This design comes from an exercise in tuning for small area, a short achievable clock period and few clock cycles per item on the open sky130 flow, not from production work.
At most, simulation tests tie the RTL to the original design; equivalence was not proved.
Power is estimated from default activity; no workload was simulated.

## mul_fu
module mul_fu (
    input  logic        clk,
    input  logic        rst_n,
    input  logic        in_valid,
    input  logic [3:0]  in_ctrl,
    input  logic [31:0] in_a,
    input  logic [31:0] in_b,
    input  logic [6:0]  in_tag,
    output logic        in_ready,
    output logic        out_req,
    output logic [6:0]  out_tag,
    output logic [31:0] out_data,
    input  logic        out_grant
);
    localparam logic [3:0] ALU_MUL = 4'd1;
    localparam int MIDW = 119;
    logic              s1_v, s2_v, q0_v, q1_v;
    logic [31:0]       s1_an;
    logic [15:0]       s1_onen, s1_twon, s1_neg;
    logic [6:0]        s1_tag, s2_tag, q0_tag, q1_tag;
    logic [MIDW-1:0]   s2_mid;
    logic [31:0]       q0_data, q1_data;
    logic [3:0]        occ;     
    logic              rdy;
    logic [MIDW-1:0]   mid_d;
    logic [31:0]       row0, row1, q0_d;
    logic [6:0]        q0_tag_d;
    mul_core u_core (
  ...
For scale: about 1800 cells after synthesis, about 300 flip-flops, about 120 I/O pins.
==> flow/config.mk <==
export PLATFORM = sky130hd
export DESIGN_NAME = mul_fu
export DESIGN_NICKNAME = mul_fu
export VERILOG_FILES = /design/flow/design.v
export SDC_FILE = /design/flow/constraint.sdc
export NUM_CORES = 4
export LEC_CHECK = 0
export ABC_CLOCK_PERIOD_IN_PS = 2500
export CAP_MARGIN = 30
export CORE_MARGIN = 2
export CORE_UTILIZATION = 40
export CTS_BUF_LIST = sky130_fd_sc_hd__clkbuf_4 sky130_fd_sc_hd__clkbuf_8
export SLEW_MARGIN = 50
export SYNTH_HIERARCHICAL = 1
export SYNTH_MINIMUM_KEEP_SIZE = 0
==> flow/constraint.sdc <==
create_clock -name core_clock -period 10.0 [get_ports {clk}]
set_input_delay 2.0000 -clock core_clock [delete_from_list [all_inputs] [get_ports {clk}]]
set_output_delay 2.0000 -clock core_clock [all_outputs]
set_load 0.01 [all_outputs]
standard.sh (not shown) runs the stock make flow with config.mk's settings and CLKGATE_MAP_FILE= SYNTH_SCRIPT=/design/flow/synth_recipe.tcl, a recipe that flattens the netlist after the stock synthesis.
==> flow/flow/run.sh <==
#!/bin/bash
# Standard ORFS layout (the standard.sh), with the port buffers made plain
# buffers (buf_2) instead of the delay buffer buffer_ports picks by default.
set -euo pipefail
bash standard.sh synth > synth.log 2>&1
bash standard.sh BUFFER_PORTS_ARGS="-buffer_cell sky130_fd_sc_hd__buf_2" finish > layout.log 2>&1
Testbench counts at the start, summed over its fixed seeds: cycles 2,374, items 2,048.
Next try:
- CORE_UTILIZATION: 40 -> 70
- PLACE_DENSITY: unset -> 0.75
=>
- The new run finished clean
- total power fell by 1.6%
- worst setup slack gets worse by 0.037 ns
- hold slack gets better by 0.0097 ns
Next try:
- CAP_MARGIN: 30 -> 50
- CORE_UTILIZATION: 70 -> 40
- PLACE_DENSITY: 0.75 -> unset
- SLEW_MARGIN: 50 -> 70
What happened: The new run completed without violations; setup slack improved by 0.0073 ns; die area grows by 73%; total power grows by 4.7%; clock skew grows by 0.011 ns; design area grows by 4.9%; count of clock-buffer cells in the layout shrinks by 1; non-clock buffer count grows by 56; global-route usage shrinks by 12 points; register-to-register slack hardly moves; clock power grows by about 6%; via count shrinks by 0.50%.
Next try:
- CAP_MARGIN: 50 -> 30
- CORE_UTILIZATION: 40 -> 60
- CTS_BUF_LIST: sky130_fd_sc_hd__clkbuf_4 sky130_fd_sc_hd__clkbuf_8 -> sky130_fd_sc_hd__clkbuf_8 sky130_fd_sc_hd__clkbuf_16
- CTS_CLUSTER_DIAMETER: unset -> 60
- CTS_CLUSTER_SIZE: unset -> 20
- SLEW_MARGIN: 70 -> 50
Non-clock buffer count is lower by 52.
Design area is lower by a few percent.
Via count is lower slightly.
Wire length is lower by a little under a tenth.
Total power is lower by a few percent.
Sequential share of layout area is higher by 1.8 points.
Global-route usage is higher by 7.8 points.
Worst setup slack is better by 0.034 ns.


Another version of the RTL of mul_fu (not shown whole).
Size in the first run: ~2000 cells after synthesis, about 270 flip-flops, roughly 120 I/O pins.
export LEC_CHECK = 0
export ABC_CLOCK_PERIOD_IN_PS = 2500
export CAP_MARGIN = 30
export CORE_MARGIN = 2
export CORE_UTILIZATION = 50
export CTS_BUF_LIST = sky130_fd_sc_hd__clkbuf_4 sky130_fd_sc_hd__clkbuf_8
export SLEW_MARGIN = 50
export SYNTH_HIERARCHICAL = 1
export SYNTH_MINIMUM_KEEP_SIZE = 0
create_clock -name core_clock -period 10.0 [get_ports {clk}]
Scripts as last shown in full above: flow/flow/run.sh
Testbench counts at the start, summed over its fixed seeds: cycles 2,374, items 2,048.
Rerun with:
- CORE_UTILIZATION: 50 -> 60
- CTS_CLUSTER_DIAMETER: default -> 50
- CTS_CLUSTER_SIZE: default -> 16
Result: The new run ran to the end with no violations; worst hold slack gains 6.7 ps; synthesized cell count does not change; critical path depth does not change; design area drops slightly; wire length drops slightly; area after synthesis is unchanged; total power drops slightly; die area drops by about a fifth; setup slack loses 40 ps; fmax drops slightly; clock-buffer cell count drops by 33.


Setup of JK:
Another version of the RTL of mul_fu (not shown whole).
For scale: roughly 1700 cells after synthesis, ~300 flip-flops, roughly 120 I/O pins, about 0.022 mm² of cells after synthesis.
// mul_fu
module mul_fu (
    input  logic        clk,
    input  logic        rst_n,
    input  logic        in_valid,
    input  logic [3:0]  in_ctrl,
    input  logic [31:0] in_a,
    input  logic [31:0] in_b,
    input  logic [6:0]  in_tag,
    output logic        in_ready,
    output logic        out_req,
    output logic [6:0]  out_tag,
    output logic [31:0] out_data,
    input  logic        out_grant
);
==> flow/config.mk <==
export PLATFORM = sky130hd
export DESIGN_NAME = mul_fu
export DESIGN_NICKNAME = mul_fu
export VERILOG_FILES = /design/flow/design.v
export SDC_FILE = /design/flow/constraint.sdc
export NUM_CORES = 4
export LEC_CHECK = 0
export ABC_CLOCK_PERIOD_IN_PS = 2500
export CAP_MARGIN = 50
export CORE_MARGIN = 2
export CORE_UTILIZATION = 40
export CTS_BUF_LIST = sky130_fd_sc_hd__clkbuf_4 sky130_fd_sc_hd__clkbuf_8
export SLEW_MARGIN = 70
export SYNTH_HIERARCHICAL = 1
export SYNTH_MINIMUM_KEEP_SIZE = 0
==> flow/constraint.sdc <==
create_clock -name core_clock -period 10.0 [get_ports {clk}]
set_input_delay 2.0000 -clock core_clock [delete_from_list [all_inputs] [get_ports {clk}]]
set_output_delay 2.0000 -clock core_clock [all_outputs]
set_load 0.01 [all_outputs]
Scripts as last shown in full above: flow/flow/run.sh
JK: all stages complete, timing, DRC and antenna checks passed
Edits applied to the flow inputs when going from JK to MS:
Settings: CTS_BUF_LIST removed (was sky130_fd_sc_hd__clkbuf_4 sky130_fd_sc_hd__clkbuf_8).
### Flow results
Of JK and MS, JK shows the higher sequential power share, with MS below it. For combinational power, MS and JK come out practically identical. MS against JK: number of buffers created by CTS lower; tapcell count has remained practically unchanged; critical path buffer and inverter count shows an increase of 1. Looking at end of the critical path, the q0_data[20]$_DFFE_PP_ result is from JK; the s2_mid[110]$_DFFE_PP_ one comes from MS. As far as routed wire length is concerned, MS and JK perform about the same. MS: total power higher than JK. Compared JK against MS; global-route usage over all layers within noise.
Function was not checked in any run of this note: the RTL went through the layout flow alone.


exp/pepper:
mul_fu with an RTL version that a note above also has.
For scale: ~1800 cells after synthesis, ~300 flip-flops.
Settings: LEC_CHECK=0, ABC_CLOCK_PERIOD_IN_PS=2500, CAP_MARGIN=30, CORE_MARGIN=2, CORE_UTILIZATION=60, CTS_BUF_LIST=sky130_fd_sc_hd__clkbuf_16, CTS_CLUSTER_DIAMETER=60, CTS_CLUSTER_SIZE=24, SLEW_MARGIN=50, SYNTH_HIERARCHICAL=1, SYNTH_MINIMUM_KEEP_SIZE=0; clock period 10.0 ns.
Scripts as last shown in full above: flow/flow/run.sh
exp/pepper: PASS, flow complete, no timing, DRC or antenna violations
Testbench counts of exp/pepper, summed over its fixed seeds: cycles 2,374, items 2,048.
Inputs modified between exp/pepper and exp/tundra:
- CTS_BUF_LIST: sky130_fd_sc_hd__clkbuf_16 -> sky130_fd_sc_hd__clkbuf_8 sky130_fd_sc_hd__clkbuf_16
- CTS_CLUSTER_SIZE: 24 -> 30
- CTS_CLUSTER_DIAMETER: 60 -> 80
==> comparison <==
- The combinational power of exp/pepper and that of exp/tundra are within noise of each other.
- In the reports for exp/pepper and exp/tundra, the larger routed wire length belongs to exp/pepper.
- exp/pepper has a higher share of total power in the clock network than exp/tundra.
## Diff of input files: exp/maple against exp/tundra
- CTS_CLUSTER_SIZE now 16, was 30
- CTS_BUF_LIST now sky130_fd_sc_hd__clkbuf_4 sky130_fd_sc_hd__clkbuf_8, was sky130_fd_sc_hd__clkbuf_8 sky130_fd_sc_hd__clkbuf_16
- CTS_CLUSTER_DIAMETER now 50, was 80
Compared with exp/tundra, exp/maple shows a higher clock latency on the worst-skew pair.
Switching share of total power essentially unchanged between exp/tundra and exp/maple.
Diff exp/tundra -> exp/maple: non-filler instance count after layout has increased, number of clock sinks has remained practically unchanged.
Power delta (exp/maple − exp/tundra): unfavourable
In the metrics for exp/tundra and exp/maple, the one carrying the lower overall routed net length is exp/tundra.
Routed via count divided by cell count: exp/maple vs exp/tundra down 0.64%


Starting RTL as in the previous note.
Settings: LEC_CHECK=0, ABC_CLOCK_PERIOD_IN_PS=2500, CAP_MARGIN=20, CORE_MARGIN=2, CORE_UTILIZATION=60, CTS_BUF_LIST=sky130_fd_sc_hd__clkbuf_4 sky130_fd_sc_hd__clkbuf_8, SLEW_MARGIN=20, SYNTH_HIERARCHICAL=1, SYNTH_MINIMUM_KEEP_SIZE=0; clock period 10.0 ns.
Scripts as last shown in full above: flow/flow/run.sh
Testbench counts at the start, summed over its fixed seeds: cycles 2,374, items 2,048.
Change:
Settings changed: CAP_MARGIN 20 to 30, SLEW_MARGIN 20 to 50.
Outcome: Cell area climbs by 0.61%; power stays flat; synthesized cell count stays the same; die area does not change; via count climbs by 0.62%; setup slack improved by 0.13 ns; worst hold slack hardly moves; non-clock buffer count grows by 13; global-route usage is about the same; wire length falls by 0.38%.

afterwards: timing with drivers on the ports:
No port has a modelled driver above. Below, the same layouts with a new extraction and two added sets of constraints. Step 1 sets driving cells, clkbuf_16 on the clock port and buf_2 on the other inputs (assumed; they add their load-dependent delay and slew). Step 2 times the ports against the registers' clock, not the clock port: input delays grow and output delays shrink by t, the midpoint of the rising clock arrivals with the driver on. Three values: ideal ports, drivers, drivers and shift; two values: the first two.
run | t (ns) | setup slack, ns | latest minus earliest clock arrival (ns)
the first run of note 1 | 0.679 | 6.459 / 6.459 / 6.459 | 0.041 / 0.040
the second run of note 1 | 0.625 | 6.423 / 6.423 / 6.423 | 0.023 / 0.023
the third run of note 1 | 0.685 | 6.430 / 6.430 / 6.430 | 0.035 / 0.035
the fourth run of note 1 | 0.614 | 6.464 / 6.464 / 6.464 | 0.014 / 0.014
the first run of note 2 | 0.682 | 6.803 / 6.747 / 6.784 | 0.037 / 0.036
the second run of note 2 | 0.685 | 6.763 / 6.711 / 6.818 | 0.024 / 0.024
JK | 0.706 | 6.387 / 6.387 / 6.387 | 0.052 / 0.051
MS | 0.611 | 6.377 / 6.377 / 6.377 | 0.018 / 0.017
exp/pepper | 0.611 | 6.485 / 6.485 / 6.485 | 0.021 / 0.021
exp/tundra | 0.581 | 6.458 / 6.458 / 6.458 | 0.035 / 0.035
exp/maple | 0.643 | 6.473 / 6.473 / 6.473 | 0.034 / 0.035
the first run of note 5 | 0.659 | 6.368 / 6.368 / 6.368 | 0.036 / 0.036
the second run of note 5 | 0.665 | 6.502 / 6.502 / 6.502 | 0.040 / 0.040
After both steps every run listed still meets setup and hold. The setup slack of the first run of note 2, which loses most, moves by -0.056 ns with the drivers and by -0.019 ns with both steps.
